What follows belongs to an exercise in optimizing a design on an open flow for small area and a short achievable clock period; a production flow would make more cautious choices.
Function was not checked in any run shown here: the RTL went through the layout flow alone.
Power figures rest on the tool's default switching activity, not on a simulated workload.

==> flow/design.v, too long to show whole: its modules and the start of the top module <==
// module half_adder: 4 lines
// module full_adder: 6 lines
// module RCA_16bit: 19 lines
// module d_ff: 4 lines
// module Braun_Multiplier: 24 lines
// module FIR_Top: 934 lines
// module fir_fa: 4 lines
// module fir_nor2: 3 lines
// module fir_or2: 3 lines
// module fir_xnor2: 3 lines
// module fir_xor2: 3 lines
module FIR_Top(input clk, input [7:0] Xin, H0, H1, H2, output reg [15:0] Yout);
  // ...
==> flow/flow/run.sh <==
#!/bin/bash
# Own flow: the standard layout (standard.sh, unchanged synthesis and steps),
# with the port buffers that global placement inserts made as the smallest
# plain buffer instead of the default; repair then upsizes them where timing needs it.
set -euo pipefail
export BUFFER_PORTS_ARGS="-buffer_cell sky130_fd_sc_hd__buf_1"
bash standard.sh > standard_make.log 2>&1
==> flow/standard.sh <==
#!/bin/bash
# synth_recipe.tcl (not shown) runs the flow's synth.tcl, then flattens the netlist and writes it again
# the make line also repeats each setting of config.mk as NAME=value (left out here)
make -C /OpenROAD-flow-scripts/flow DESIGN_CONFIG=/design/flow/config.mk WORK_HOME=/design/flow/orfs CLKGATE_MAP_FILE= SYNTH_SCRIPT=/design/flow/synth_recipe.tcl "${@:-finish}"
==> flow/config.mk <==
export PLATFORM = sky130hd
export DESIGN_NAME = FIR_Top
export DESIGN_NICKNAME = FIR_Top
export VERILOG_FILES = /design/flow/design.v
export SDC_FILE = /design/flow/constraint.sdc
export NUM_CORES = 4
export LEC_CHECK = 0
export CAP_MARGIN = 20
export CORE_MARGIN = 2
export CORE_UTILIZATION = 60
export SETUP_SLACK_MARGIN = 4.2
export SLEW_MARGIN = 20
export SYNTH_HIERARCHICAL = 1
export SYNTH_MINIMUM_KEEP_SIZE = 0
export TNS_END_PERCENT = 0
==> flow/constraint.sdc <==
create_clock -name core_clock -period 9.5 [get_ports {clk}]
set_input_delay 1.9000 -clock core_clock [delete_from_list [all_inputs] [get_ports {clk}]]
set_output_delay 1.9000 -clock core_clock [all_outputs]
set_load 0.01 [all_outputs]
==> flow_summary.ini, run 1 <==
[run]
drv_cap = 0

[routing]
wl_met2_um = 6774
wl_met3_um = 709
vias = 4610
drc_errors = 0

[final_layout]
clock_buffers = 6
sh_seq_area_pct = 13.87
biggestRegsByFlops = Q1 x16, Q2 x16, Yout x16
clock_cell_area_share_pct = 1.120
finish.instance_area_sq_um = 6929
layout_common_cells = nand2_1, fa_1, xnor2_1
multi_input_area_share_pct = 75.86
area_growth_pct = 9.946
diodes = 0
drive_gt1_share_pct = 8.689

[hold_path]
worstHoldPathType = reg2reg

[yosys]
synth-xor-area-share_pct = 13.48
synth_edf_count = 0
ys_top_cells_by_count = nand2_1, fa_1, xnor2_1
synth.area.mux_share_pct = 0
yosys_warnings = 7
synth_top_flop_cell = dfxtp_1
yosysMostFrequentCell = nand2_1

[global_route]
use_met2_pct = 43.36
grt_first_pass_wirelength_um = 22580
antenna_found_initial = 0

[die]
num_io_pins = 49

[worst_setup_path]
worstSetupPathDepth = 13
rrSetupSlack_ns = 5.98
crit_path_end = Q1[15]$_DFF_P_

[power]
combPwrFrac_pct = 80.7
p_switching_uw = 1254
powerSeq_uw = 388
internal_power_uw = 1375

[placed_design]
dpl_cell_area_sq_um = 6559
io_buffers = 48

[run_status]
status = no timing/DRC/antenna violations

[sta]
fin_crit_ns = 5.210

[clock_network]
cts-root-buf = clkbuf_8
==> run 2: changes to the inputs <==
==> flow/design.v (replaced) <==
`timescale 1ns/1ps
module half_adder(input a,b,output sum,carry);
  assign sum = a ^ b;
  assign carry = a & b;
endmodule
`timescale 1ns/1ps
module full_adder( output sum,carry, input a,b,c);
  wire w1, w2, w3;
  half_adder HA1(.a(a), .b(b), .sum(w1), .carry(w2));
  half_adder HA2(.a(w1), .b(c), .sum(sum), .carry(w3));
  or or1(carry, w2, w3);
endmodule
`timescale 1ns/1ps
module RCA_16bit(output cout, output [15:0] sum, input [15:0] a, b);
    wire [14:0] c;
    full_adder F0(.a(a[0]), .b(b[0]), .c(1'b0), .sum(sum[0]), .carry(c[0]));
    full_adder F1(.a(a[1]), .b(b[1]), .c(c[0]), .sum(sum[1]), .carry(c[1]));
    full_adder F2(.a(a[2]), .b(b[2]), .c(c[1]), .sum(sum[2]), .carry(c[2]));
    full_adder F3(.a(a[3]), .b(b[3]), .c(c[2]), .sum(sum[3]), .carry(c[3]));
    full_adder F4(.a(a[4]), .b(b[4]), .c(c[3]), .sum(sum[4]), .carry(c[4]));
    full_adder F5(.a(a[5]), .b(b[5]), .c(c[4]), .sum(sum[5]), .carry(c[5]));
    full_adder F6(.a(a[6]), .b(b[6]), .c(c[5]), .sum(sum[6]), .carry(c[6]));
    full_adder F7(.a(a[7]), .b(b[7]), .c(c[6]), .sum(sum[7]), .carry(c[7]));
    full_adder F8(.a(a[8]), .b(b[8]), .c(c[7]), .sum(sum[8]), .carry(c[8]));
    full_adder F9(.a(a[9]), .b(b[9]), .c(c[8]), .sum(sum[9]), .carry(c[9]));
    full_adder F10(.a(a[10]), .b(b[10]), .c(c[9]), .sum(sum[10]), .carry(c[10]));
    full_adder F11(.a(a[11]), .b(b[11]), .c(c[10]), .sum(sum[11]), .carry(c[11]));
    full_adder F12(.a(a[12]), .b(b[12]), .c(c[11]), .sum(sum[12]), .carry(c[12]));
    full_adder F13(.a(a[13]), .b(b[13]), .c(c[12]), .sum(sum[13]), .carry(c[13]));
    full_adder F14(.a(a[14]), .b(b[14]), .c(c[13]), .sum(sum[14]), .carry(c[14]));
    full_adder F15(.a(a[15]), .b(b[15]), .c(c[14]), .sum(sum[15]), .carry(cout));
endmodule
`timescale 1ns/1ps
module d_ff(input clk,input [15:0]d,output reg [15:0]q);
  always@(posedge clk)
      q<=d;       
endmodule         
`timescale 1ns / 1ps
module Braun_Multiplier(
    input [7:0] a, b,
    output [15:0] p
);
    wire [15:0] sum_0, sum_1, sum_2, sum_3, sum_4, sum_5, sum_6, sum_7;
    wire [7:0] partial_product[7:0];
    genvar i, j;
    generate
        for (i = 0; i < 8; i = i + 1) begin
            for (j = 0; j < 8; j = j + 1) begin
                assign partial_product[i][j] = a[i] & b[j];   
            end
        end
    endgenerate
    assign sum_0 = {8'b0, partial_product[0]};
    assign sum_1 = {partial_product[1], 1'b0} + sum_0;
    assign sum_2 = {partial_product[2], 2'b0} + sum_1;
    assign sum_3 = {partial_product[3], 3'b0} + sum_2;
    assign sum_4 = {partial_product[4], 4'b0} + sum_3;
    assign sum_5 = {partial_product[5], 5'b0} + sum_4;
    assign sum_6 = {partial_product[6], 6'b0} + sum_5;
    assign sum_7 = {partial_product[7], 7'b0} + sum_6;
    assign p = sum_7;
endmodule
module FIR_Top(input clk, input [7:0] Xin, H0, H1, H2, output reg [15:0] Yout);
  reg [15:0] Q1;
  reg [15:0] Q2;
  wire a1 = ~(Xin[0] & H2[0]);
  wire a2 = ~(Xin[0] & H2[1]);
  wire a3 = ~(Xin[0] & H2[2]);
  wire a4 = ~(Xin[0] & H2[3]);
  wire a5 = ~(Xin[0] & H2[4]);
  wire a6 = ~(Xin[0] & H2[5]);
  wire a7 = ~(Xin[0] & H2[6]);
  wire a8 = ~(Xin[0] & H2[7]);
  wire a9 = ~(Xin[1] & H2[0]);
  wire a10 = ~(Xin[1] & H2[1]);
  wire a11 = ~(Xin[1] & H2[2]);
  wire a12 = ~(Xin[1] & H2[3]);
  wire a13 = ~(Xin[1] & H2[4]);
  wire a14 = ~(Xin[1] & H2[5]);
  wire a15 = ~(Xin[1] & H2[6]);
  wire a16 = ~(Xin[1] & H2[7]);
  wire a17 = ~(Xin[2] & H2[0]);
  wire a18 = ~(Xin[2] & H2[1]);
  wire a19 = ~(Xin[2] & H2[2]);
  wire a20 = ~(Xin[2] & H2[3]);
  wire a21 = ~(Xin[2] & H2[4]);
  wire a22 = ~(Xin[2] & H2[5]);
  wire a23 = ~(Xin[2] & H2[6]);
  wire a24 = ~(Xin[2] & H2[7]);
  wire a25 = ~(Xin[3] & H2[0]);
  wire a26 = ~(Xin[3] & H2[1]);
  wire a27 = ~(Xin[3] & H2[2]);
  wire a28 = ~(Xin[3] & H2[3]);
  wire a29 = ~(Xin[3] & H2[4]);
  wire a30 = ~(Xin[3] & H2[5]);
  wire a31 = ~(Xin[3] & H2[6]);
  wire a32 = ~(Xin[3] & H2[7]);
  wire a33 = ~(Xin[4] & H2[0]);
  wire a34 = ~(Xin[4] & H2[1]);
  wire a35 = ~(Xin[4] & H2[2]);
  wire a36 = ~(Xin[4] & H2[3]);
  wire a37 = ~(Xin[4] & H2[4]);
  wire a38 = ~(Xin[4] & H2[5]);
  wire a39 = ~(Xin[4] & H2[6]);
  wire a40 = ~(Xin[4] & H2[7]);
  wire a41 = ~(Xin[5] & H2[0]);
  wire a42 = ~(Xin[5] & H2[1]);
  wire a43 = ~(Xin[5] & H2[2]);
  wire a44 = ~(Xin[5] & H2[3]);
  wire a45 = ~(Xin[5] & H2[4]);
  wire a46 = ~(Xin[5] & H2[5]);
  wire a47 = ~(Xin[5] & H2[6]);
  wire a48 = ~(Xin[5] & H2[7]);
  wire a49 = ~(Xin[6] & H2[0]);
  wire a50 = ~(Xin[6] & H2[1]);
  wire a51 = ~(Xin[6] & H2[2]);
  wire a52 = ~(Xin[6] & H2[3]);
  wire a53 = ~(Xin[6] & H2[4]);
  wire a54 = ~(Xin[6] & H2[5]);
  wire a55 = ~(Xin[6] & H2[6]);
  wire a56 = ~(Xin[6] & H2[7]);
  wire a57 = ~(Xin[7] & H2[0]);
  wire a58 = ~(Xin[7] & H2[1]);
  wire a59 = ~(Xin[7] & H2[2]);
  wire a60 = ~(Xin[7] & H2[3]);
  wire a61 = ~(Xin[7] & H2[4]);
  wire a62 = ~(Xin[7] & H2[5]);
  wire a63 = ~(Xin[7] & H2[6]);
  wire a64 = ~(Xin[7] & H2[7]);
  wire s65;
  fir_xnor2 u65 (.a(a7), .b(a14), .y(s65));
  wire c66;
  fir_or2 u66 (.a(a7), .b(a14), .y(c66));
  wire s67, c67;
  fir_fa u67 (.a(a8), .b(a15), .c(a22), .s(s67), .co(c67));
  wire s68;
  fir_xnor2 u68 (.a(a29), .b(a36), .y(s68));
  wire c69;
  fir_or2 u69 (.a(a29), .b(a36), .y(c69));
  wire s70, c70;
  fir_fa u70 (.a(a16), .b(a23), .c(a30), .s(s70), .co(c70));
  wire s71;
  fir_xnor2 u71 (.a(a37), .b(a44), .y(s71));
  wire c72;
  fir_or2 u72 (.a(a37), .b(a44), .y(c72));
  wire s73, c73;
  fir_fa u73 (.a(a24), .b(a31), .c(a38), .s(s73), .co(c73));
  wire s74;
  fir_xnor2 u74 (.a(a5), .b(a12), .y(s74));
  wire c75;
  fir_or2 u75 (.a(a5), .b(a12), .y(c75));
  wire s76, c76;
  fir_fa u76 (.a(a6), .b(a13), .c(a20), .s(s76), .co(c76));
  wire s77;
  fir_xnor2 u77 (.a(a27), .b(a34), .y(s77));
  wire c78;
  fir_or2 u78 (.a(a27), .b(a34), .y(c78));
  wire s79, c79;
  fir_fa u79 (.a(a21), .b(a28), .c(a35), .s(s79), .co(c79));
  wire s80, c80;
  fir_fa u80 (.a(a42), .b(a49), .c(s65), .s(s80), .co(c80));
  wire s81, c81;
  fir_fa u81 (.a(a43), .b(a50), .c(a57), .s(s81), .co(c81));
  wire s82, c82;
  fir_fa u82 (.a(c66), .b(s68), .c(s67), .s(s82), .co(c82));
  wire s83, c83;
  fir_fa u83 (.a(a51), .b(a58), .c(c69), .s(s83), .co(c83));
  wire s84, c84;
  fir_fa u84 (.a(s71), .b(c67), .c(s70), .s(s84), .co(c84));
  wire s85, c85;
  fir_fa u85 (.a(a45), .b(a52), .c(a59), .s(s85), .co(c85));
  wire s86, c86;
  fir_fa u86 (.a(c72), .b(c70), .c(s73), .s(s86), .co(c86));
  wire s87, c87;
  fir_fa u87 (.a(a32), .b(a39), .c(a46), .s(s87), .co(c87));
  wire s88, c88;
  fir_fa u88 (.a(a53), .b(a60), .c(c73), .s(s88), .co(c88));
  wire s89, c89;
  fir_fa u89 (.a(a40), .b(a47), .c(a54), .s(s89), .co(c89));
  wire s90;
  fir_xnor2 u90 (.a(a4), .b(a11), .y(s90));
  wire c91;
  fir_or2 u91 (.a(a4), .b(a11), .y(c91));
  wire s92, c92;
  fir_fa u92 (.a(a19), .b(a26), .c(a33), .s(s92), .co(c92));
  wire s93, c93;
  fir_fa u93 (.a(a41), .b(c75), .c(s77), .s(s93), .co(c93));
  wire s94, c94;
  fir_fa u94 (.a(c78), .b(c76), .c(s79), .s(s94), .co(c94));
  wire s95, c95;
  fir_fa u95 (.a(c79), .b(s81), .c(c80), .s(s95), .co(c95));
  wire s96, c96;
  fir_fa u96 (.a(c81), .b(s83), .c(c82), .s(s96), .co(c96));
  wire s97, c97;
  fir_fa u97 (.a(s85), .b(c83), .c(c84), .s(s97), .co(c97));
  wire s98, c98;
  fir_fa u98 (.a(c85), .b(s87), .c(c86), .s(s98), .co(c98));
  wire s99, c99;
  fir_fa u99 (.a(a61), .b(c87), .c(s89), .s(s99), .co(c99));
  wire s100, c100;
  fir_fa u100 (.a(a48), .b(a55), .c(a62), .s(s100), .co(c100));
  wire s101;
  fir_xnor2 u101 (.a(a3), .b(a10), .y(s101));
  wire c102;
  fir_or2 u102 (.a(a3), .b(a10), .y(c102));
  wire s103, c103;
  fir_fa u103 (.a(a18), .b(a25), .c(s90), .s(s103), .co(c103));
  wire s104, c104;
  fir_fa u104 (.a(c91), .b(s74), .c(s92), .s(s104), .co(c104));
  wire s105, c105;
  fir_fa u105 (.a(c92), .b(s76), .c(s93), .s(s105), .co(c105));
  wire s106, c106;
  fir_fa u106 (.a(c93), .b(s80), .c(s94), .s(s106), .co(c106));
  wire s107, c107;
  fir_fa u107 (.a(c94), .b(s82), .c(s95), .s(s107), .co(c107));
  wire s108, c108;
  fir_fa u108 (.a(s84), .b(c95), .c(s96), .s(s108), .co(c108));
  wire s109, c109;
  fir_fa u109 (.a(s86), .b(c96), .c(s97), .s(s109), .co(c109));
  wire s110, c110;
  fir_fa u110 (.a(s88), .b(c97), .c(s98), .s(s110), .co(c110));
  wire s111, c111;
  fir_fa u111 (.a(c88), .b(s99), .c(c98), .s(s111), .co(c111));
  wire s112, c112;
  fir_fa u112 (.a(c89), .b(s100), .c(c99), .s(s112), .co(c112));
  wire s113, c113;
  fir_fa u113 (.a(a56), .b(a63), .c(c100), .s(s113), .co(c113));
  wire p114;
  fir_xor2 u114 (.a(a2), .b(a9), .y(p114));
  wire g115;
  fir_nor2 u115 (.a(a2), .b(a9), .y(g115));
  wire p116;
  fir_xor2 u116 (.a(s101), .b(a17), .y(p116));
  wire g117;
  fir_nor2 u117 (.a(s101), .b(a17), .y(g117));
  wire p118;
  fir_xor2 u118 (.a(c102), .b(s103), .y(p118));
  wire g119;
  fir_nor2 u119 (.a(c102), .b(s103), .y(g119));
  wire p120;
  fir_xor2 u120 (.a(c103), .b(s104), .y(p120));
  wire g121;
  fir_nor2 u121 (.a(c103), .b(s104), .y(g121));
  wire p122;
  fir_xor2 u122 (.a(c104), .b(s105), .y(p122));
  wire g123;
  fir_nor2 u123 (.a(c104), .b(s105), .y(g123));
  wire p124;
  fir_xor2 u124 (.a(c105), .b(s106), .y(p124));
  wire g125;
  fir_nor2 u125 (.a(c105), .b(s106), .y(g125));
  wire p126;
  fir_xor2 u126 (.a(c106), .b(s107), .y(p126));
  wire g127;
  fir_nor2 u127 (.a(c106), .b(s107), .y(g127));
  wire p128;
  fir_xor2 u128 (.a(c107), .b(s108), .y(p128));
  wire g129;
  fir_nor2 u129 (.a(c107), .b(s108), .y(g129));
  wire p130;
  fir_xor2 u130 (.a(c108), .b(s109), .y(p130));
  wire g131;
  fir_nor2 u131 (.a(c108), .b(s109), .y(g131));
  wire p132;
  fir_xor2 u132 (.a(c109), .b(s110), .y(p132));
  wire g133;
  fir_nor2 u133 (.a(c109), .b(s110), .y(g133));
  wire p134;
  fir_xor2 u134 (.a(c110), .b(s111), .y(p134));
  wire g135;
  fir_nor2 u135 (.a(c110), .b(s111), .y(g135));
  wire p136;
  fir_xor2 u136 (.a(c111), .b(s112), .y(p136));
  wire g137;
  fir_nor2 u137 (.a(c111), .b(s112), .y(g137));
  wire p138;
  fir_xor2 u138 (.a(c112), .b(s113), .y(p138));
  wire g139;
  fir_nor2 u139 (.a(c112), .b(s113), .y(g139));
  wire p140;
  fir_xor2 u140 (.a(c113), .b(a64), .y(p140));
  wire g141;
  fir_nor2 u141 (.a(c113), .b(a64), .y(g141));
  wire G142 = g115 | (p114 & 1'b0);
  wire P143 = p114 & ~a1;
  wire G144 = g117 | (p116 & g115);
  wire P145 = p116 & p114;
  wire G146 = g119 | (p118 & g117);
  wire P147 = p118 & p116;
  wire G148 = g121 | (p120 & g119);
  wire P149 = p120 & p118;
  wire G150 = g123 | (p122 & g121);
  wire P151 = p122 & p120;
  wire G152 = g125 | (p124 & g123);
  wire P153 = p124 & p122;
  wire G154 = g127 | (p126 & g125);
  wire P155 = p126 & p124;
  wire G156 = g129 | (p128 & g127);
  wire P157 = p128 & p126;
  wire G158 = g131 | (p130 & g129);
  wire P159 = p130 & p128;
  wire G160 = g133 | (p132 & g131);
  wire P161 = p132 & p130;
  wire G162 = g135 | (p134 & g133);
  wire P163 = p134 & p132;
  wire G164 = g137 | (p136 & g135);
  wire P165 = p136 & p134;
  wire G166 = g139 | (p138 & g137);
  wire P167 = p138 & p136;
  wire G168 = g141 | (p140 & g139);
  wire P169 = p140 & p138;
  wire G170 = 1'b0 | (1'b0 & g141);
  wire P171 = 1'b0 & p140;
  wire G172 = G144 | (P145 & 1'b0);
  wire P173 = P145 & ~a1;
  wire G174 = G146 | (P147 & G142);
  wire P175 = P147 & P143;
  wire G176 = G148 | (P149 & G144);
  wire P177 = P149 & P145;
  wire G178 = G150 | (P151 & G146);
  wire P179 = P151 & P147;
  wire G180 = G152 | (P153 & G148);
  wire P181 = P153 & P149;
  wire G182 = G154 | (P155 & G150);
  wire P183 = P155 & P151;
  wire G184 = G156 | (P157 & G152);
  wire P185 = P157 & P153;
  wire G186 = G158 | (P159 & G154);
  wire P187 = P159 & P155;
  wire G188 = G160 | (P161 & G156);
  wire P189 = P161 & P157;
  wire G190 = G162 | (P163 & G158);
  wire P191 = P163 & P159;
  wire G192 = G164 | (P165 & G160);
  wire P193 = P165 & P161;
  wire G194 = G166 | (P167 & G162);
  wire P195 = P167 & P163;
  wire G196 = G168 | (P169 & G164);
  wire P197 = P169 & P165;
  wire G198 = G170 | (P171 & G166);
  wire P199 = P171 & P167;
  wire G200 = G176 | (P177 & 1'b0);
  wire P201 = P177 & ~a1;
  wire G202 = G178 | (P179 & G142);
  wire P203 = P179 & P143;
  wire G204 = G180 | (P181 & G172);
  wire P205 = P181 & P173;
  wire G206 = G182 | (P183 & G174);
  wire P207 = P183 & P175;
  wire G208 = G184 | (P185 & G176);
  wire P209 = P185 & P177;
  wire G210 = G186 | (P187 & G178);
  wire P211 = P187 & P179;
  wire G212 = G188 | (P189 & G180);
  wire P213 = P189 & P181;
  wire G214 = G190 | (P191 & G182);
  wire P215 = P191 & P183;
  wire G216 = G192 | (P193 & G184);
  wire P217 = P193 & P185;
  wire G218 = G194 | (P195 & G186);
  wire P219 = P195 & P187;
  wire G220 = G196 | (P197 & G188);
  wire P221 = P197 & P189;
  wire G222 = G198 | (P199 & G190);
  wire P223 = P199 & P191;
  wire G224 = G208 | (P209 & 1'b0);
  wire P225 = P209 & ~a1;
  wire G226 = G210 | (P211 & G142);
  wire P227 = P211 & P143;
  wire G228 = G212 | (P213 & G172);
  wire P229 = P213 & P173;
  wire G230 = G214 | (P215 & G174);
  wire P231 = P215 & P175;
  wire G232 = G216 | (P217 & G200);
  wire P233 = P217 & P201;
  wire G234 = G218 | (P219 & G202);
  wire P235 = P219 & P203;
  wire G236 = G220 | (P221 & G204);
  wire P237 = P221 & P205;
  wire G238 = G222 | (P223 & G206);
  wire P239 = P223 & P207;
  wire y240 = ~(~a1);
  wire y241 = ~(p114);
  wire y242;
  fir_xnor2 u242 (.a(p116), .b(G142), .y(y242));
  wire y243;
  fir_xnor2 u243 (.a(p118), .b(G172), .y(y243));
  wire y244;
  fir_xnor2 u244 (.a(p120), .b(G174), .y(y244));
  wire y245;
  fir_xnor2 u245 (.a(p122), .b(G200), .y(y245));
  wire y246;
  fir_xnor2 u246 (.a(p124), .b(G202), .y(y246));
  wire y247;
  fir_xnor2 u247 (.a(p126), .b(G204), .y(y247));
  wire y248;
  fir_xnor2 u248 (.a(p128), .b(G206), .y(y248));
  wire y249;
  fir_xnor2 u249 (.a(p130), .b(G224), .y(y249));
  wire y250;
  fir_xnor2 u250 (.a(p132), .b(G226), .y(y250));
  wire y251;
  fir_xnor2 u251 (.a(p134), .b(G228), .y(y251));
  wire y252;
  fir_xnor2 u252 (.a(p136), .b(G230), .y(y252));
  wire y253;
  fir_xnor2 u253 (.a(p138), .b(G232), .y(y253));
  wire y254;
  fir_xnor2 u254 (.a(p140), .b(G234), .y(y254));
  wire y255;
  fir_xnor2 u255 (.a(1'b0), .b(G236), .y(y255));
  wire a256 = ~(Xin[0] & H1[0]);
  wire a257 = ~(Xin[0] & H1[1]);
  wire a258 = ~(Xin[0] & H1[2]);
  wire a259 = ~(Xin[0] & H1[3]);
  wire a260 = ~(Xin[0] & H1[4]);
  wire a261 = ~(Xin[0] & H1[5]);
  wire a262 = ~(Xin[0] & H1[6]);
  wire a263 = ~(Xin[0] & H1[7]);
  wire a264 = ~(Xin[1] & H1[0]);
  wire a265 = ~(Xin[1] & H1[1]);
  wire a266 = ~(Xin[1] & H1[2]);
  wire a267 = ~(Xin[1] & H1[3]);
  wire a268 = ~(Xin[1] & H1[4]);
  wire a269 = ~(Xin[1] & H1[5]);
  wire a270 = ~(Xin[1] & H1[6]);
  wire a271 = ~(Xin[1] & H1[7]);
  wire a272 = ~(Xin[2] & H1[0]);
  wire a273 = ~(Xin[2] & H1[1]);
  wire a274 = ~(Xin[2] & H1[2]);
  wire a275 = ~(Xin[2] & H1[3]);
  wire a276 = ~(Xin[2] & H1[4]);
  wire a277 = ~(Xin[2] & H1[5]);
  wire a278 = ~(Xin[2] & H1[6]);
  wire a279 = ~(Xin[2] & H1[7]);
  wire a280 = ~(Xin[3] & H1[0]);
  wire a281 = ~(Xin[3] & H1[1]);
  wire a282 = ~(Xin[3] & H1[2]);
  wire a283 = ~(Xin[3] & H1[3]);
  wire a284 = ~(Xin[3] & H1[4]);
  wire a285 = ~(Xin[3] & H1[5]);
  wire a286 = ~(Xin[3] & H1[6]);
  wire a287 = ~(Xin[3] & H1[7]);
  wire a288 = ~(Xin[4] & H1[0]);
  wire a289 = ~(Xin[4] & H1[1]);
  wire a290 = ~(Xin[4] & H1[2]);
  wire a291 = ~(Xin[4] & H1[3]);
  wire a292 = ~(Xin[4] & H1[4]);
  wire a293 = ~(Xin[4] & H1[5]);
  wire a294 = ~(Xin[4] & H1[6]);
  wire a295 = ~(Xin[4] & H1[7]);
  wire a296 = ~(Xin[5] & H1[0]);
  wire a297 = ~(Xin[5] & H1[1]);
  wire a298 = ~(Xin[5] & H1[2]);
  wire a299 = ~(Xin[5] & H1[3]);
  wire a300 = ~(Xin[5] & H1[4]);
  wire a301 = ~(Xin[5] & H1[5]);
  wire a302 = ~(Xin[5] & H1[6]);
  wire a303 = ~(Xin[5] & H1[7]);
  wire a304 = ~(Xin[6] & H1[0]);
  wire a305 = ~(Xin[6] & H1[1]);
  wire a306 = ~(Xin[6] & H1[2]);
  wire a307 = ~(Xin[6] & H1[3]);
  wire a308 = ~(Xin[6] & H1[4]);
  wire a309 = ~(Xin[6] & H1[5]);
  wire a310 = ~(Xin[6] & H1[6]);
  wire a311 = ~(Xin[6] & H1[7]);
  wire a312 = ~(Xin[7] & H1[0]);
  wire a313 = ~(Xin[7] & H1[1]);
  wire a314 = ~(Xin[7] & H1[2]);
  wire a315 = ~(Xin[7] & H1[3]);
  wire a316 = ~(Xin[7] & H1[4]);
  wire a317 = ~(Xin[7] & H1[5]);
  wire a318 = ~(Xin[7] & H1[6]);
  wire a319 = ~(Xin[7] & H1[7]);
  wire s320;
  fir_xnor2 u320 (.a(Q1[5]), .b(a261), .y(s320));
  wire c321;
  fir_or2 u321 (.a(Q1[5]), .b(a261), .y(c321));
  wire s322, c322;
  fir_fa u322 (.a(Q1[6]), .b(a262), .c(a269), .s(s322), .co(c322));
  wire s323;
  fir_xnor2 u323 (.a(a276), .b(a283), .y(s323));
  wire c324;
  fir_or2 u324 (.a(a276), .b(a283), .y(c324));
  wire s325, c325;
  fir_fa u325 (.a(Q1[7]), .b(a263), .c(a270), .s(s325), .co(c325));
  wire s326, c326;
  fir_fa u326 (.a(a277), .b(a284), .c(a291), .s(s326), .co(c326));
  wire s327;
  fir_xnor2 u327 (.a(a298), .b(a305), .y(s327));
  wire c328;
  fir_or2 u328 (.a(a298), .b(a305), .y(c328));
  wire s329, c329;
  fir_fa u329 (.a(Q1[8]), .b(a271), .c(a278), .s(s329), .co(c329));
  wire s330, c330;
  fir_fa u330 (.a(a285), .b(a292), .c(a299), .s(s330), .co(c330));
  wire s331;
  fir_xnor2 u331 (.a(a306), .b(a313), .y(s331));
  wire c332;
  fir_or2 u332 (.a(a306), .b(a313), .y(c332));
  wire s333, c333;
  fir_fa u333 (.a(Q1[9]), .b(a279), .c(a286), .s(s333), .co(c333));
  wire s334, c334;
  fir_fa u334 (.a(a293), .b(a300), .c(a307), .s(s334), .co(c334));
  wire s335, c335;
  fir_fa u335 (.a(Q1[10]), .b(a287), .c(a294), .s(s335), .co(c335));
  wire s336;
  fir_xnor2 u336 (.a(Q1[3]), .b(a259), .y(s336));
  wire c337;
  fir_or2 u337 (.a(Q1[3]), .b(a259), .y(c337));
  wire s338, c338;
  fir_fa u338 (.a(Q1[4]), .b(a260), .c(a267), .s(s338), .co(c338));
  wire s339;
  fir_xnor2 u339 (.a(a274), .b(a281), .y(s339));
  wire c340;
  fir_or2 u340 (.a(a274), .b(a281), .y(c340));
  wire s341, c341;
  fir_fa u341 (.a(a268), .b(a275), .c(a282), .s(s341), .co(c341));
  wire s342, c342;
  fir_fa u342 (.a(a289), .b(a296), .c(s320), .s(s342), .co(c342));
  wire s343, c343;
  fir_fa u343 (.a(a290), .b(a297), .c(a304), .s(s343), .co(c343));
  wire s344, c344;
  fir_fa u344 (.a(c321), .b(s323), .c(s322), .s(s344), .co(c344));
  wire s345, c345;
  fir_fa u345 (.a(a312), .b(c324), .c(s327), .s(s345), .co(c345));
  wire s346, c346;
  fir_fa u346 (.a(c322), .b(s325), .c(s326), .s(s346), .co(c346));
  wire s347, c347;
  fir_fa u347 (.a(c328), .b(s331), .c(c325), .s(s347), .co(c347));
  wire s348, c348;
  fir_fa u348 (.a(c326), .b(s329), .c(s330), .s(s348), .co(c348));
  wire s349, c349;
  fir_fa u349 (.a(a314), .b(c332), .c(c329), .s(s349), .co(c349));
  wire s350, c350;
  fir_fa u350 (.a(c330), .b(s333), .c(s334), .s(s350), .co(c350));
  wire s351, c351;
  fir_fa u351 (.a(a301), .b(a308), .c(a315), .s(s351), .co(c351));
  wire s352, c352;
  fir_fa u352 (.a(c333), .b(c334), .c(s335), .s(s352), .co(c352));
  wire s353, c353;
  fir_fa u353 (.a(Q1[11]), .b(a295), .c(a302), .s(s353), .co(c353));
  wire s354, c354;
  fir_fa u354 (.a(a309), .b(a316), .c(c335), .s(s354), .co(c354));
  wire s355, c355;
  fir_fa u355 (.a(Q1[12]), .b(a303), .c(a310), .s(s355), .co(c355));
  wire s356;
  fir_xnor2 u356 (.a(Q1[2]), .b(a258), .y(s356));
  wire c357;
  fir_or2 u357 (.a(Q1[2]), .b(a258), .y(c357));
  wire s358, c358;
  fir_fa u358 (.a(a266), .b(a273), .c(a280), .s(s358), .co(c358));
  wire s359, c359;
  fir_fa u359 (.a(a288), .b(c337), .c(s339), .s(s359), .co(c359));
  wire s360, c360;
  fir_fa u360 (.a(c340), .b(c338), .c(s341), .s(s360), .co(c360));
  wire s361, c361;
  fir_fa u361 (.a(c341), .b(s343), .c(c342), .s(s361), .co(c361));
  wire s362, c362;
  fir_fa u362 (.a(c343), .b(s345), .c(c344), .s(s362), .co(c362));
  wire s363, c363;
  fir_fa u363 (.a(c345), .b(c346), .c(s347), .s(s363), .co(c363));
  wire s364, c364;
  fir_fa u364 (.a(c347), .b(c348), .c(s349), .s(s364), .co(c364));
  wire s365, c365;
  fir_fa u365 (.a(s351), .b(c349), .c(c350), .s(s365), .co(c365));
  wire s366, c366;
  fir_fa u366 (.a(c351), .b(s353), .c(c352), .s(s366), .co(c366));
  wire s367, c367;
  fir_fa u367 (.a(a317), .b(c353), .c(s355), .s(s367), .co(c367));
  wire s368, c368;
  fir_fa u368 (.a(Q1[13]), .b(a311), .c(a318), .s(s368), .co(c368));
  wire s369;
  fir_xnor2 u369 (.a(Q1[1]), .b(a257), .y(s369));
  wire c370;
  fir_or2 u370 (.a(Q1[1]), .b(a257), .y(c370));
  wire s371, c371;
  fir_fa u371 (.a(a265), .b(a272), .c(s356), .s(s371), .co(c371));
  wire s372, c372;
  fir_fa u372 (.a(c357), .b(s336), .c(s358), .s(s372), .co(c372));
  wire s373, c373;
  fir_fa u373 (.a(c358), .b(s338), .c(s359), .s(s373), .co(c373));
  wire s374, c374;
  fir_fa u374 (.a(c359), .b(s342), .c(s360), .s(s374), .co(c374));
  wire s375, c375;
  fir_fa u375 (.a(c360), .b(s344), .c(s361), .s(s375), .co(c375));
  wire s376, c376;
  fir_fa u376 (.a(s346), .b(c361), .c(s362), .s(s376), .co(c376));
  wire s377, c377;
  fir_fa u377 (.a(s348), .b(c362), .c(s363), .s(s377), .co(c377));
  wire s378, c378;
  fir_fa u378 (.a(s350), .b(c363), .c(s364), .s(s378), .co(c378));
  wire s379, c379;
  fir_fa u379 (.a(s352), .b(c364), .c(s365), .s(s379), .co(c379));
  wire s380, c380;
  fir_fa u380 (.a(s354), .b(c365), .c(s366), .s(s380), .co(c380));
  wire s381, c381;
  fir_fa u381 (.a(c354), .b(s367), .c(c366), .s(s381), .co(c381));
  wire s382, c382;
  fir_fa u382 (.a(c355), .b(s368), .c(c367), .s(s382), .co(c382));
  wire s383, c383;
  fir_fa u383 (.a(Q1[14]), .b(a319), .c(c368), .s(s383), .co(c383));
  wire p384;
  fir_xor2 u384 (.a(Q1[0]), .b(a256), .y(p384));
  wire g385;
  fir_nor2 u385 (.a(Q1[0]), .b(a256), .y(g385));
  wire p386;
  fir_xor2 u386 (.a(s369), .b(a264), .y(p386));
  wire g387;
  fir_nor2 u387 (.a(s369), .b(a264), .y(g387));
  wire p388;
  fir_xor2 u388 (.a(c370), .b(s371), .y(p388));
  wire g389;
  fir_nor2 u389 (.a(c370), .b(s371), .y(g389));
  wire p390;
  fir_xor2 u390 (.a(c371), .b(s372), .y(p390));
  wire g391;
  fir_nor2 u391 (.a(c371), .b(s372), .y(g391));
  wire p392;
  fir_xor2 u392 (.a(c372), .b(s373), .y(p392));
  wire g393;
  fir_nor2 u393 (.a(c372), .b(s373), .y(g393));
  wire p394;
  fir_xor2 u394 (.a(c373), .b(s374), .y(p394));
  wire g395;
  fir_nor2 u395 (.a(c373), .b(s374), .y(g395));
  wire p396;
  fir_xor2 u396 (.a(c374), .b(s375), .y(p396));
  wire g397;
  fir_nor2 u397 (.a(c374), .b(s375), .y(g397));
  wire p398;
  fir_xor2 u398 (.a(c375), .b(s376), .y(p398));
  wire g399;
  fir_nor2 u399 (.a(c375), .b(s376), .y(g399));
  wire p400;
  fir_xor2 u400 (.a(c376), .b(s377), .y(p400));
  wire g401;
  fir_nor2 u401 (.a(c376), .b(s377), .y(g401));
  wire p402;
  fir_xor2 u402 (.a(c377), .b(s378), .y(p402));
  wire g403;
  fir_nor2 u403 (.a(c377), .b(s378), .y(g403));
  wire p404;
  fir_xor2 u404 (.a(c378), .b(s379), .y(p404));
  wire g405;
  fir_nor2 u405 (.a(c378), .b(s379), .y(g405));
  wire p406;
  fir_xor2 u406 (.a(c379), .b(s380), .y(p406));
  wire g407;
  fir_nor2 u407 (.a(c379), .b(s380), .y(g407));
  wire p408;
  fir_xor2 u408 (.a(c380), .b(s381), .y(p408));
  wire g409;
  fir_nor2 u409 (.a(c380), .b(s381), .y(g409));
  wire p410;
  fir_xor2 u410 (.a(c381), .b(s382), .y(p410));
  wire g411;
  fir_nor2 u411 (.a(c381), .b(s382), .y(g411));
  wire p412;
  fir_xor2 u412 (.a(c382), .b(s383), .y(p412));
  wire g413;
  fir_nor2 u413 (.a(c382), .b(s383), .y(g413));
  wire p414;
  fir_xor2 u414 (.a(c383), .b(Q1[15]), .y(p414));
  wire g415;
  fir_nor2 u415 (.a(c383), .b(Q1[15]), .y(g415));
  wire G416 = g387 | (p386 & g385);
  wire P417 = p386 & p384;
  wire G418 = g389 | (p388 & g387);
  wire P419 = p388 & p386;
  wire G420 = g391 | (p390 & g389);
  wire P421 = p390 & p388;
  wire G422 = g393 | (p392 & g391);
  wire P423 = p392 & p390;
  wire G424 = g395 | (p394 & g393);
  wire P425 = p394 & p392;
  wire G426 = g397 | (p396 & g395);
  wire P427 = p396 & p394;
  wire G428 = g399 | (p398 & g397);
  wire P429 = p398 & p396;
  wire G430 = g401 | (p400 & g399);
  wire P431 = p400 & p398;
  wire G432 = g403 | (p402 & g401);
  wire P433 = p402 & p400;
  wire G434 = g405 | (p404 & g403);
  wire P435 = p404 & p402;
  wire G436 = g407 | (p406 & g405);
  wire P437 = p406 & p404;
  wire G438 = g409 | (p408 & g407);
  wire P439 = p408 & p406;
  wire G440 = g411 | (p410 & g409);
  wire P441 = p410 & p408;
  wire G442 = g413 | (p412 & g411);
  wire P443 = p412 & p410;
  wire G444 = g415 | (p414 & g413);
  wire P445 = p414 & p412;
  wire G446 = G418 | (P419 & g385);
  wire P447 = P419 & p384;
  wire G448 = G420 | (P421 & G416);
  wire P449 = P421 & P417;
  wire G450 = G422 | (P423 & G418);
  wire P451 = P423 & P419;
  wire G452 = G424 | (P425 & G420);
  wire P453 = P425 & P421;
  wire G454 = G426 | (P427 & G422);
  wire P455 = P427 & P423;
  wire G456 = G428 | (P429 & G424);
  wire P457 = P429 & P425;
  wire G458 = G430 | (P431 & G426);
  wire P459 = P431 & P427;
  wire G460 = G432 | (P433 & G428);
  wire P461 = P433 & P429;
  wire G462 = G434 | (P435 & G430);
  wire P463 = P435 & P431;
  wire G464 = G436 | (P437 & G432);
  wire P465 = P437 & P433;
  wire G466 = G438 | (P439 & G434);
  wire P467 = P439 & P435;
  wire G468 = G440 | (P441 & G436);
  wire P469 = P441 & P437;
  wire G470 = G442 | (P443 & G438);
  wire P471 = P443 & P439;
  wire G472 = G444 | (P445 & G440);
  wire P473 = P445 & P441;
  wire G474 = G450 | (P451 & g385);
  wire P475 = P451 & p384;
  wire G476 = G452 | (P453 & G416);
  wire P477 = P453 & P417;
  wire G478 = G454 | (P455 & G446);
  wire P479 = P455 & P447;
  wire G480 = G456 | (P457 & G448);
  wire P481 = P457 & P449;
  wire G482 = G458 | (P459 & G450);
  wire P483 = P459 & P451;
  wire G484 = G460 | (P461 & G452);
  wire P485 = P461 & P453;
  wire G486 = G462 | (P463 & G454);
  wire P487 = P463 & P455;
  wire G488 = G464 | (P465 & G456);
  wire P489 = P465 & P457;
  wire G490 = G466 | (P467 & G458);
  wire P491 = P467 & P459;
  wire G492 = G468 | (P469 & G460);
  wire P493 = P469 & P461;
  wire G494 = G470 | (P471 & G462);
  wire P495 = P471 & P463;
  wire G496 = G472 | (P473 & G464);
  wire P497 = P473 & P465;
  wire G498 = G482 | (P483 & g385);
  wire P499 = P483 & p384;
  wire G500 = G484 | (P485 & G416);
  wire P501 = P485 & P417;
  wire G502 = G486 | (P487 & G446);
  wire P503 = P487 & P447;
  wire G504 = G488 | (P489 & G448);
  wire P505 = P489 & P449;
  wire G506 = G490 | (P491 & G474);
  wire P507 = P491 & P475;
  wire G508 = G492 | (P493 & G476);
  wire P509 = P493 & P477;
  wire G510 = G494 | (P495 & G478);
  wire P511 = P495 & P479;
  wire G512 = G496 | (P497 & G480);
  wire P513 = P497 & P481;
  wire y514 = ~(p384);
  wire y515;
  fir_xnor2 u515 (.a(p386), .b(g385), .y(y515));
  wire y516;
  fir_xnor2 u516 (.a(p388), .b(G416), .y(y516));
  wire y517;
  fir_xnor2 u517 (.a(p390), .b(G446), .y(y517));
  wire y518;
  fir_xnor2 u518 (.a(p392), .b(G448), .y(y518));
  wire y519;
  fir_xnor2 u519 (.a(p394), .b(G474), .y(y519));
  wire y520;
  fir_xnor2 u520 (.a(p396), .b(G476), .y(y520));
  wire y521;
  fir_xnor2 u521 (.a(p398), .b(G478), .y(y521));
  wire y522;
  fir_xnor2 u522 (.a(p400), .b(G480), .y(y522));
  wire y523;
  fir_xnor2 u523 (.a(p402), .b(G498), .y(y523));
  wire y524;
  fir_xnor2 u524 (.a(p404), .b(G500), .y(y524));
  wire y525;
  fir_xnor2 u525 (.a(p406), .b(G502), .y(y525));
  wire y526;
  fir_xnor2 u526 (.a(p408), .b(G504), .y(y526));
  wire y527;
  fir_xnor2 u527 (.a(p410), .b(G506), .y(y527));
  wire y528;
  fir_xnor2 u528 (.a(p412), .b(G508), .y(y528));
  wire y529;
  fir_xnor2 u529 (.a(p414), .b(G510), .y(y529));
  wire a530 = ~(Xin[0] & H0[0]);
  wire a531 = ~(Xin[0] & H0[1]);
  wire a532 = ~(Xin[0] & H0[2]);
  wire a533 = ~(Xin[0] & H0[3]);
  wire a534 = ~(Xin[0] & H0[4]);
  wire a535 = ~(Xin[0] & H0[5]);
  wire a536 = ~(Xin[0] & H0[6]);
  wire a537 = ~(Xin[0] & H0[7]);
  wire a538 = ~(Xin[1] & H0[0]);
  wire a539 = ~(Xin[1] & H0[1]);
  wire a540 = ~(Xin[1] & H0[2]);
  wire a541 = ~(Xin[1] & H0[3]);
  wire a542 = ~(Xin[1] & H0[4]);
  wire a543 = ~(Xin[1] & H0[5]);
  wire a544 = ~(Xin[1] & H0[6]);
  wire a545 = ~(Xin[1] & H0[7]);
  wire a546 = ~(Xin[2] & H0[0]);
  wire a547 = ~(Xin[2] & H0[1]);
  wire a548 = ~(Xin[2] & H0[2]);
  wire a549 = ~(Xin[2] & H0[3]);
  wire a550 = ~(Xin[2] & H0[4]);
  wire a551 = ~(Xin[2] & H0[5]);
  wire a552 = ~(Xin[2] & H0[6]);
  wire a553 = ~(Xin[2] & H0[7]);
  wire a554 = ~(Xin[3] & H0[0]);
  wire a555 = ~(Xin[3] & H0[1]);
  wire a556 = ~(Xin[3] & H0[2]);
  wire a557 = ~(Xin[3] & H0[3]);
  wire a558 = ~(Xin[3] & H0[4]);
  wire a559 = ~(Xin[3] & H0[5]);
  wire a560 = ~(Xin[3] & H0[6]);
  wire a561 = ~(Xin[3] & H0[7]);
  wire a562 = ~(Xin[4] & H0[0]);
  wire a563 = ~(Xin[4] & H0[1]);
  wire a564 = ~(Xin[4] & H0[2]);
  wire a565 = ~(Xin[4] & H0[3]);
  wire a566 = ~(Xin[4] & H0[4]);
  wire a567 = ~(Xin[4] & H0[5]);
  wire a568 = ~(Xin[4] & H0[6]);
  wire a569 = ~(Xin[4] & H0[7]);
  wire a570 = ~(Xin[5] & H0[0]);
  wire a571 = ~(Xin[5] & H0[1]);
  wire a572 = ~(Xin[5] & H0[2]);
  wire a573 = ~(Xin[5] & H0[3]);
  wire a574 = ~(Xin[5] & H0[4]);
  wire a575 = ~(Xin[5] & H0[5]);
  wire a576 = ~(Xin[5] & H0[6]);
  wire a577 = ~(Xin[5] & H0[7]);
  wire a578 = ~(Xin[6] & H0[0]);
  wire a579 = ~(Xin[6] & H0[1]);
  wire a580 = ~(Xin[6] & H0[2]);
  wire a581 = ~(Xin[6] & H0[3]);
  wire a582 = ~(Xin[6] & H0[4]);
  wire a583 = ~(Xin[6] & H0[5]);
  wire a584 = ~(Xin[6] & H0[6]);
  wire a585 = ~(Xin[6] & H0[7]);
  wire a586 = ~(Xin[7] & H0[0]);
  wire a587 = ~(Xin[7] & H0[1]);
  wire a588 = ~(Xin[7] & H0[2]);
  wire a589 = ~(Xin[7] & H0[3]);
  wire a590 = ~(Xin[7] & H0[4]);
  wire a591 = ~(Xin[7] & H0[5]);
  wire a592 = ~(Xin[7] & H0[6]);
  wire a593 = ~(Xin[7] & H0[7]);
  wire s594;
  fir_xnor2 u594 (.a(Q2[5]), .b(a535), .y(s594));
  wire c595;
  fir_or2 u595 (.a(Q2[5]), .b(a535), .y(c595));
  wire s596, c596;
  fir_fa u596 (.a(Q2[6]), .b(a536), .c(a543), .s(s596), .co(c596));
  wire s597;
  fir_xnor2 u597 (.a(a550), .b(a557), .y(s597));
  wire c598;
  fir_or2 u598 (.a(a550), .b(a557), .y(c598));
  wire s599, c599;
  fir_fa u599 (.a(Q2[7]), .b(a537), .c(a544), .s(s599), .co(c599));
  wire s600, c600;
  fir_fa u600 (.a(a551), .b(a558), .c(a565), .s(s600), .co(c600));
  wire s601;
  fir_xnor2 u601 (.a(a572), .b(a579), .y(s601));
  wire c602;
  fir_or2 u602 (.a(a572), .b(a579), .y(c602));
  wire s603, c603;
  fir_fa u603 (.a(Q2[8]), .b(a545), .c(a552), .s(s603), .co(c603));
  wire s604, c604;
  fir_fa u604 (.a(a559), .b(a566), .c(a573), .s(s604), .co(c604));
  wire s605;
  fir_xnor2 u605 (.a(a580), .b(a587), .y(s605));
  wire c606;
  fir_or2 u606 (.a(a580), .b(a587), .y(c606));
  wire s607, c607;
  fir_fa u607 (.a(Q2[9]), .b(a553), .c(a560), .s(s607), .co(c607));
  wire s608, c608;
  fir_fa u608 (.a(a567), .b(a574), .c(a581), .s(s608), .co(c608));
  wire s609, c609;
  fir_fa u609 (.a(Q2[10]), .b(a561), .c(a568), .s(s609), .co(c609));
  wire s610;
  fir_xnor2 u610 (.a(Q2[3]), .b(a533), .y(s610));
  wire c611;
  fir_or2 u611 (.a(Q2[3]), .b(a533), .y(c611));
  wire s612, c612;
  fir_fa u612 (.a(Q2[4]), .b(a534), .c(a541), .s(s612), .co(c612));
  wire s613;
  fir_xnor2 u613 (.a(a548), .b(a555), .y(s613));
  wire c614;
  fir_or2 u614 (.a(a548), .b(a555), .y(c614));
  wire s615, c615;
  fir_fa u615 (.a(a542), .b(a549), .c(a556), .s(s615), .co(c615));
  wire s616, c616;
  fir_fa u616 (.a(a563), .b(a570), .c(s594), .s(s616), .co(c616));
  wire s617, c617;
  fir_fa u617 (.a(a564), .b(a571), .c(a578), .s(s617), .co(c617));
  wire s618, c618;
  fir_fa u618 (.a(c595), .b(s597), .c(s596), .s(s618), .co(c618));
  wire s619, c619;
  fir_fa u619 (.a(a586), .b(c598), .c(s601), .s(s619), .co(c619));
  wire s620, c620;
  fir_fa u620 (.a(c596), .b(s599), .c(s600), .s(s620), .co(c620));
  wire s621, c621;
  fir_fa u621 (.a(c602), .b(s605), .c(c599), .s(s621), .co(c621));
  wire s622, c622;
  fir_fa u622 (.a(c600), .b(s603), .c(s604), .s(s622), .co(c622));
  wire s623, c623;
  fir_fa u623 (.a(a588), .b(c606), .c(c603), .s(s623), .co(c623));
  wire s624, c624;
  fir_fa u624 (.a(c604), .b(s607), .c(s608), .s(s624), .co(c624));
  wire s625, c625;
  fir_fa u625 (.a(a575), .b(a582), .c(a589), .s(s625), .co(c625));
  wire s626, c626;
  fir_fa u626 (.a(c607), .b(c608), .c(s609), .s(s626), .co(c626));
  wire s627, c627;
  fir_fa u627 (.a(Q2[11]), .b(a569), .c(a576), .s(s627), .co(c627));
  wire s628, c628;
  fir_fa u628 (.a(a583), .b(a590), .c(c609), .s(s628), .co(c628));
  wire s629, c629;
  fir_fa u629 (.a(Q2[12]), .b(a577), .c(a584), .s(s629), .co(c629));
  wire s630;
  fir_xnor2 u630 (.a(Q2[2]), .b(a532), .y(s630));
  wire c631;
  fir_or2 u631 (.a(Q2[2]), .b(a532), .y(c631));
  wire s632, c632;
  fir_fa u632 (.a(a540), .b(a547), .c(a554), .s(s632), .co(c632));
  wire s633, c633;
  fir_fa u633 (.a(a562), .b(c611), .c(s613), .s(s633), .co(c633));
  wire s634, c634;
  fir_fa u634 (.a(c614), .b(c612), .c(s615), .s(s634), .co(c634));
  wire s635, c635;
  fir_fa u635 (.a(c615), .b(s617), .c(c616), .s(s635), .co(c635));
  wire s636, c636;
  fir_fa u636 (.a(c617), .b(s619), .c(c618), .s(s636), .co(c636));
  wire s637, c637;
  fir_fa u637 (.a(c619), .b(c620), .c(s621), .s(s637), .co(c637));
  wire s638, c638;
  fir_fa u638 (.a(c621), .b(c622), .c(s623), .s(s638), .co(c638));
  wire s639, c639;
  fir_fa u639 (.a(s625), .b(c623), .c(c624), .s(s639), .co(c639));
  wire s640, c640;
  fir_fa u640 (.a(c625), .b(s627), .c(c626), .s(s640), .co(c640));
  wire s641, c641;
  fir_fa u641 (.a(a591), .b(c627), .c(s629), .s(s641), .co(c641));
  wire s642, c642;
  fir_fa u642 (.a(Q2[13]), .b(a585), .c(a592), .s(s642), .co(c642));
  wire s643;
  fir_xnor2 u643 (.a(Q2[1]), .b(a531), .y(s643));
  wire c644;
  fir_or2 u644 (.a(Q2[1]), .b(a531), .y(c644));
  wire s645, c645;
  fir_fa u645 (.a(a539), .b(a546), .c(s630), .s(s645), .co(c645));
  wire s646, c646;
  fir_fa u646 (.a(c631), .b(s610), .c(s632), .s(s646), .co(c646));
  wire s647, c647;
  fir_fa u647 (.a(c632), .b(s612), .c(s633), .s(s647), .co(c647));
  wire s648, c648;
  fir_fa u648 (.a(c633), .b(s616), .c(s634), .s(s648), .co(c648));
  wire s649, c649;
  fir_fa u649 (.a(c634), .b(s618), .c(s635), .s(s649), .co(c649));
  wire s650, c650;
  fir_fa u650 (.a(s620), .b(c635), .c(s636), .s(s650), .co(c650));
  wire s651, c651;
  fir_fa u651 (.a(s622), .b(c636), .c(s637), .s(s651), .co(c651));
  wire s652, c652;
  fir_fa u652 (.a(s624), .b(c637), .c(s638), .s(s652), .co(c652));
  wire s653, c653;
  fir_fa u653 (.a(s626), .b(c638), .c(s639), .s(s653), .co(c653));
  wire s654, c654;
  fir_fa u654 (.a(s628), .b(c639), .c(s640), .s(s654), .co(c654));
  wire s655, c655;
  fir_fa u655 (.a(c628), .b(s641), .c(c640), .s(s655), .co(c655));
  wire s656, c656;
  fir_fa u656 (.a(c629), .b(s642), .c(c641), .s(s656), .co(c656));
  wire s657, c657;
  fir_fa u657 (.a(Q2[14]), .b(a593), .c(c642), .s(s657), .co(c657));
  wire p658;
  fir_xor2 u658 (.a(Q2[0]), .b(a530), .y(p658));
  wire g659;
  fir_nor2 u659 (.a(Q2[0]), .b(a530), .y(g659));
  wire p660;
  fir_xor2 u660 (.a(s643), .b(a538), .y(p660));
  wire g661;
  fir_nor2 u661 (.a(s643), .b(a538), .y(g661));
  wire p662;
  fir_xor2 u662 (.a(c644), .b(s645), .y(p662));
  wire g663;
  fir_nor2 u663 (.a(c644), .b(s645), .y(g663));
  wire p664;
  fir_xor2 u664 (.a(c645), .b(s646), .y(p664));
  wire g665;
  fir_nor2 u665 (.a(c645), .b(s646), .y(g665));
  wire p666;
  fir_xor2 u666 (.a(c646), .b(s647), .y(p666));
  wire g667;
  fir_nor2 u667 (.a(c646), .b(s647), .y(g667));
  wire p668;
  fir_xor2 u668 (.a(c647), .b(s648), .y(p668));
  wire g669;
  fir_nor2 u669 (.a(c647), .b(s648), .y(g669));
  wire p670;
  fir_xor2 u670 (.a(c648), .b(s649), .y(p670));
  wire g671;
  fir_nor2 u671 (.a(c648), .b(s649), .y(g671));
  wire p672;
  fir_xor2 u672 (.a(c649), .b(s650), .y(p672));
  wire g673;
  fir_nor2 u673 (.a(c649), .b(s650), .y(g673));
  wire p674;
  fir_xor2 u674 (.a(c650), .b(s651), .y(p674));
  wire g675;
  fir_nor2 u675 (.a(c650), .b(s651), .y(g675));
  wire p676;
  fir_xor2 u676 (.a(c651), .b(s652), .y(p676));
  wire g677;
  fir_nor2 u677 (.a(c651), .b(s652), .y(g677));
  wire p678;
  fir_xor2 u678 (.a(c652), .b(s653), .y(p678));
  wire g679;
  fir_nor2 u679 (.a(c652), .b(s653), .y(g679));
  wire p680;
  fir_xor2 u680 (.a(c653), .b(s654), .y(p680));
  wire g681;
  fir_nor2 u681 (.a(c653), .b(s654), .y(g681));
  wire p682;
  fir_xor2 u682 (.a(c654), .b(s655), .y(p682));
  wire g683;
  fir_nor2 u683 (.a(c654), .b(s655), .y(g683));
  wire p684;
  fir_xor2 u684 (.a(c655), .b(s656), .y(p684));
  wire g685;
  fir_nor2 u685 (.a(c655), .b(s656), .y(g685));
  wire p686;
  fir_xor2 u686 (.a(c656), .b(s657), .y(p686));
  wire g687;
  fir_nor2 u687 (.a(c656), .b(s657), .y(g687));
  wire p688;
  fir_xor2 u688 (.a(c657), .b(Q2[15]), .y(p688));
  wire g689;
  fir_nor2 u689 (.a(c657), .b(Q2[15]), .y(g689));
  wire G690 = g661 | (p660 & g659);
  wire P691 = p660 & p658;
  wire G692 = g663 | (p662 & g661);
  wire P693 = p662 & p660;
  wire G694 = g665 | (p664 & g663);
  wire P695 = p664 & p662;
  wire G696 = g667 | (p666 & g665);
  wire P697 = p666 & p664;
  wire G698 = g669 | (p668 & g667);
  wire P699 = p668 & p666;
  wire G700 = g671 | (p670 & g669);
  wire P701 = p670 & p668;
  wire G702 = g673 | (p672 & g671);
  wire P703 = p672 & p670;
  wire G704 = g675 | (p674 & g673);
  wire P705 = p674 & p672;
  wire G706 = g677 | (p676 & g675);
  wire P707 = p676 & p674;
  wire G708 = g679 | (p678 & g677);
  wire P709 = p678 & p676;
  wire G710 = g681 | (p680 & g679);
  wire P711 = p680 & p678;
  wire G712 = g683 | (p682 & g681);
  wire P713 = p682 & p680;
  wire G714 = g685 | (p684 & g683);
  wire P715 = p684 & p682;
  wire G716 = g687 | (p686 & g685);
  wire P717 = p686 & p684;
  wire G718 = g689 | (p688 & g687);
  wire P719 = p688 & p686;
  wire G720 = G692 | (P693 & g659);
  wire P721 = P693 & p658;
  wire G722 = G694 | (P695 & G690);
  wire P723 = P695 & P691;
  wire G724 = G696 | (P697 & G692);
  wire P725 = P697 & P693;
  wire G726 = G698 | (P699 & G694);
  wire P727 = P699 & P695;
  wire G728 = G700 | (P701 & G696);
  wire P729 = P701 & P697;
  wire G730 = G702 | (P703 & G698);
  wire P731 = P703 & P699;
  wire G732 = G704 | (P705 & G700);
  wire P733 = P705 & P701;
  wire G734 = G706 | (P707 & G702);
  wire P735 = P707 & P703;
  wire G736 = G708 | (P709 & G704);
  wire P737 = P709 & P705;
  wire G738 = G710 | (P711 & G706);
  wire P739 = P711 & P707;
  wire G740 = G712 | (P713 & G708);
  wire P741 = P713 & P709;
  wire G742 = G714 | (P715 & G710);
  wire P743 = P715 & P711;
  wire G744 = G716 | (P717 & G712);
  wire P745 = P717 & P713;
  wire G746 = G718 | (P719 & G714);
  wire P747 = P719 & P715;
  wire G748 = G724 | (P725 & g659);
  wire P749 = P725 & p658;
  wire G750 = G726 | (P727 & G690);
  wire P751 = P727 & P691;
  wire G752 = G728 | (P729 & G720);
  wire P753 = P729 & P721;
  wire G754 = G730 | (P731 & G722);
  wire P755 = P731 & P723;
  wire G756 = G732 | (P733 & G724);
  wire P757 = P733 & P725;
  wire G758 = G734 | (P735 & G726);
  wire P759 = P735 & P727;
  wire G760 = G736 | (P737 & G728);
  wire P761 = P737 & P729;
  wire G762 = G738 | (P739 & G730);
  wire P763 = P739 & P731;
  wire G764 = G740 | (P741 & G732);
  wire P765 = P741 & P733;
  wire G766 = G742 | (P743 & G734);
  wire P767 = P743 & P735;
  wire G768 = G744 | (P745 & G736);
  wire P769 = P745 & P737;
  wire G770 = G746 | (P747 & G738);
  wire P771 = P747 & P739;
  wire G772 = G756 | (P757 & g659);
  wire P773 = P757 & p658;
  wire G774 = G758 | (P759 & G690);
  wire P775 = P759 & P691;
  wire G776 = G760 | (P761 & G720);
  wire P777 = P761 & P721;
  wire G778 = G762 | (P763 & G722);
  wire P779 = P763 & P723;
  wire G780 = G764 | (P765 & G748);
  wire P781 = P765 & P749;
  wire G782 = G766 | (P767 & G750);
  wire P783 = P767 & P751;
  wire G784 = G768 | (P769 & G752);
  wire P785 = P769 & P753;
  wire G786 = G770 | (P771 & G754);
  wire P787 = P771 & P755;
  wire y788 = (p658);
  wire y789;
  fir_xor2 u789 (.a(p660), .b(g659), .y(y789));
  wire y790;
  fir_xor2 u790 (.a(p662), .b(G690), .y(y790));
  wire y791;
  fir_xor2 u791 (.a(p664), .b(G720), .y(y791));
  wire y792;
  fir_xor2 u792 (.a(p666), .b(G722), .y(y792));
  wire y793;
  fir_xor2 u793 (.a(p668), .b(G748), .y(y793));
  wire y794;
  fir_xor2 u794 (.a(p670), .b(G750), .y(y794));
  wire y795;
  fir_xor2 u795 (.a(p672), .b(G752), .y(y795));
  wire y796;
  fir_xor2 u796 (.a(p674), .b(G754), .y(y796));
  wire y797;
  fir_xor2 u797 (.a(p676), .b(G772), .y(y797));
  wire y798;
  fir_xor2 u798 (.a(p678), .b(G774), .y(y798));
  wire y799;
  fir_xor2 u799 (.a(p680), .b(G776), .y(y799));
  wire y800;
  fir_xor2 u800 (.a(p682), .b(G778), .y(y800));
  wire y801;
  fir_xor2 u801 (.a(p684), .b(G780), .y(y801));
  wire y802;
  fir_xor2 u802 (.a(p686), .b(G782), .y(y802));
  wire y803;
  fir_xor2 u803 (.a(p688), .b(G784), .y(y803));
  always @(posedge clk) begin
    Q1 <= {y255, y254, y253, y252, y251, y250, y249, y248, y247, y246, y245, y244, y243, y242, y241, y240};
    Q2 <= {y529, y528, y527, y526, y525, y524, y523, y522, y521, y520, y519, y518, y517, y516, y515, y514};
    Yout <= {y803, y802, y801, y800, y799, y798, y797, y796, y795, y794, y793, y792, y791, y790, y789, y788};
  end
endmodule
module fir_fa(input a, b, c, output s, co);
  assign s = a ^ b ^ c;
  assign co = (a & b) | (a & c) | (b & c);
endmodule
module fir_nor2(input a, b, output y);
  assign y = ~(a | b);
endmodule
module fir_or2(input a, b, output y);
  assign y = a | b;
endmodule
module fir_xnor2(input a, b, output y);
  assign y = ~(a ^ b);
endmodule
module fir_xor2(input a, b, output y);
  assign y = a ^ b;
endmodule
==> run 2 against run 1 <==
Net effect:
- still clean
- synthesized area rose by 1.8%
- flip-flop and latch count did not move
- final area rose by 2.1%
- highest routed layer unchanged
==> flow_summary.ini, run 2 <==
[placed_design]
dpl.hpwl_um = 9965
dpl_cell_area_sq_um = 6699
dp_worst_setup_slack_ns = 3.081
io_buffers = 48
gp_congestion = 0.8154

[sta]
fin_crit_ns = 5.287
setup_viol = 0
tns_ns = 0
final-max-slew-violation-count = 0
clock_skew_ns = 0.01541
fmax_mhz = 189.1
hold_violations = 0
layout_worst_path_cycle_share_pct = 55.66
rsz0062_at_grt = yes
whs_ns = 0.4825
setup_slack_ns = 4.213

[final_layout]
diodes = 0
fillers = 838
layout_commonest_cell = nand2_1
drive_gt1_share_pct = 8.966
finish.instance_area_sq_um = 7073
final_core_util_pct = 68.21
layout_common_cells = nand2_1, fa_1, xnor2_1
nNetsFinal = 888
biggestRegsByFlops = Q1 x16, Q2 x16, Yout x16
area_growth_pct = 10.19

[yosys]
synth-async-reset-ratio_pct = 0
ys_seq_elements = 48
synth_edf_count = 0
synth_area_sq_um = 6419
syn_inst = 700
synthDistinctLibCells = 37
synth.top_cell.area_share_pct = 40.86
synth.avg_cell_area_sq_um = 9.170
yosysSeqAreaShare_pct = 14.97
yosys_warnings = 7
yosysMostFrequentCell = nand2_1
syn-num-nets = 864
yosys-top-cells-area = fa_1, dfxtp_1, nand2_1, xor2_1, xnor2_1
synth_top_flop_cell = dfxtp_1
ys_top_cells_by_count = nand2_1, fa_1, xor2_1
synth_top_cell_by_area = fa_1

[worst_setup_path]
cp_data_required_time_ns = 9.69
critical_path.max_fanout = 12
setup.worst_path.end_class = register
worstSetupPathType = in2reg
worst_setup_path_start_kind = input pin
arrival_ns = 5.48

[clock_network]
cts-root-buf = clkbuf_8
path_clk_slew_ns = 0.11
insertion_delay_ns = 0.31
clk_path_buf_depth = 2
hold_buffers = 0
cts_max_level = 2
cts-buffers-inserted = 5
cts_sinks = 48
tritoncts = yes

[routing]
routedWlPerCell_um = 15.21
routed_via_density = 5.494
wl_um = 13090
drtAntennaViolNets = 0
drt-initial-drc-count = 236
vias = 4730
drtPass1Iterations = 5
drc_errors = 0

[die]
initial_core_util_pct = 61.90
rows = 37
dieHeight_um = 107.4
num_io_pins = 49
core_area_sq_um = 10370
dieArea_sq_um = 11540
die_w_um = 107.4

[global_route]
antenna_found_initial = 0
grt_first_pass_wirelength_um = 23480
grt_use_total_pct = 25.53
gr-total-overflow = 0
grt_max_degree = 25
first_global_vias = 5044

[power]
peakVddDrop_mv = 0.4210
p_per_area_nw_per_um2 = 387.0
p_leak_uw = 0.002744

[run]
drv_cap = 0

[hold_path]
worstHoldPathType = reg2reg

[run_status]
status = no timing/DRC/antenna violations
==> run 2: what timing repair did <==
action / 4_1_cts / 5_1_grt
pin swaps: 1 / 6
gates cloned: 1 / 1
setup buffers: 0 / 1
resized for setup: 25 / 37
setup endpoints to repair: 24 / 16
==> run 2: path summary, 6_finish.rpt <==
path | from | endpoint | slack [ns] | cells after the start
max | Xin[2] | Yout[14]$_DFF_P_ | 4.21 | 14
min reg2reg | Q2[0]$_DFF_P_ | Yout[0]$_DFF_P_ | 0.48 | 1
max reg2reg | Q2[7]$_DFF_P_ | Yout[14]$_DFF_P_ | 5.83 | 11
min | Q2[0]$_DFF_P_ | Yout[0]$_DFF_P_ | 0.48 | 1
==> run 2: report_power, final <==
part / internal, uW / switching (uW)
registers: 342 / 47.5
logic: 1000 / 1180
clock network: 86.3 / 76.0
==> run 2: logic make-up (layout without fill, tap and decap cells) <==
group | count (synthesis) | count (layout) | synth area share (%)
DFF | 48 | 48 | 14.97
buffers and inverters | 47 | 72 | 2.749
and+or+nand+nor | 295 | 295 | 18.93
adders and majority gates | 131 | 131 | 40.86
xor gates and xnor gates | 113 | 113 | 15.42
other | 1 | 1 | 0.05842
AOI/OAI and AO/OA | 65 | 65 | 7.018
==> run 2: per-module statistics from Yosys, one instance, submodules excluded <==
module	cell area, sq um	copies in the design
fir_xor2	8.758	61
fir_fa	20.02	131
FIR_Top	2497	1
fir_or2	6.256	23
fir_xnor2	8.758	52
fir_nor2	3.754	44
==> run 2: worst max-delay path: stages <==
cell,delay (ns)
clkbuf_4,0.16
buf_12,0.15
nand2_1,0.08
fa_1,0.51
fa_2,0.35
fa_1,0.50
fa_2,0.46
xor2_2,0.19
and3_4,0.20
a211o_1,0.27
a31oi_1,0.21
o21ai_2,0.13
a21o_1,0.20
xor2_1,0.15
==> run 2: per-stage QoR <==
| stage | instances | total power [uW] |
|---|---|---|
| final | 861 | 2737 |
| after global routing | 861 | 3038 |
| after CTS | 859 | 2654 |
| after detailed placement | 850 | 2453 |
| after global placement | 850 | 2414 |
| after floorplan | 700 | 2109 |
==> run 2: cell type report <==
type,instances,area [sq um],share of cell area (%)
Clock inverter,2,38.79,0.5484
Inverter,7,26.28,0.3715
Multi-Input combinational cell,605,5399,76.33
Sequential cell,48,960.9,13.59
Clock buffer,6,82.58,1.168
Timing Repair Buffer,57,395.4,5.590
Tap cell,136,170.2,2.406
==> run 2: layer usage <==
metal	global-route usage (%)	wire length, um	vias to the layer above
li1	-	-	2220
met5	0	0	-
met3	3.269	651	9
met2	42.63	6267	131
met1	36.63	6067	2370
met4	4.304	107	0

## separate check: timing with driven ports
How much do the figures lean on ideal ports? The routed layouts below were timed once more, with nothing changed but the port constraints. Step 1 (the two cells are an assumption about what drives the block):
set clk [get_ports {clk}]
set_driving_cell -lib_cell sky130_fd_sc_hd__clkbuf_16 $clk
set_driving_cell -lib_cell sky130_fd_sc_hd__buf_2 [delete_from_list [all_inputs] $clk]
Step 2, shift: input delay + t, output delay - t, t = (earliest + latest rising clock arrival at the registers) / 2. This alone moves slack from input paths to output paths. Slacks: ideal ports / drivers / drivers and shift; pairs: ideal ports / drivers.
run	t, ns	slack for setup (ns)	worst setup path at the end	latest minus earliest clock arrival (ns)	cell pins on the clock port's net
run 1	0.335	4.290 / 4.299 / 3.964	input to register	0.012 / 0.011	1
run 2	0.339	4.213 / 4.225 / 3.886	input to register	0.015 / 0.015	1
After both steps setup and hold are still met in every run listed. The setup slack of run 2, which loses most, moves by +0.012 ns with the drivers and by -0.327 ns with both steps.
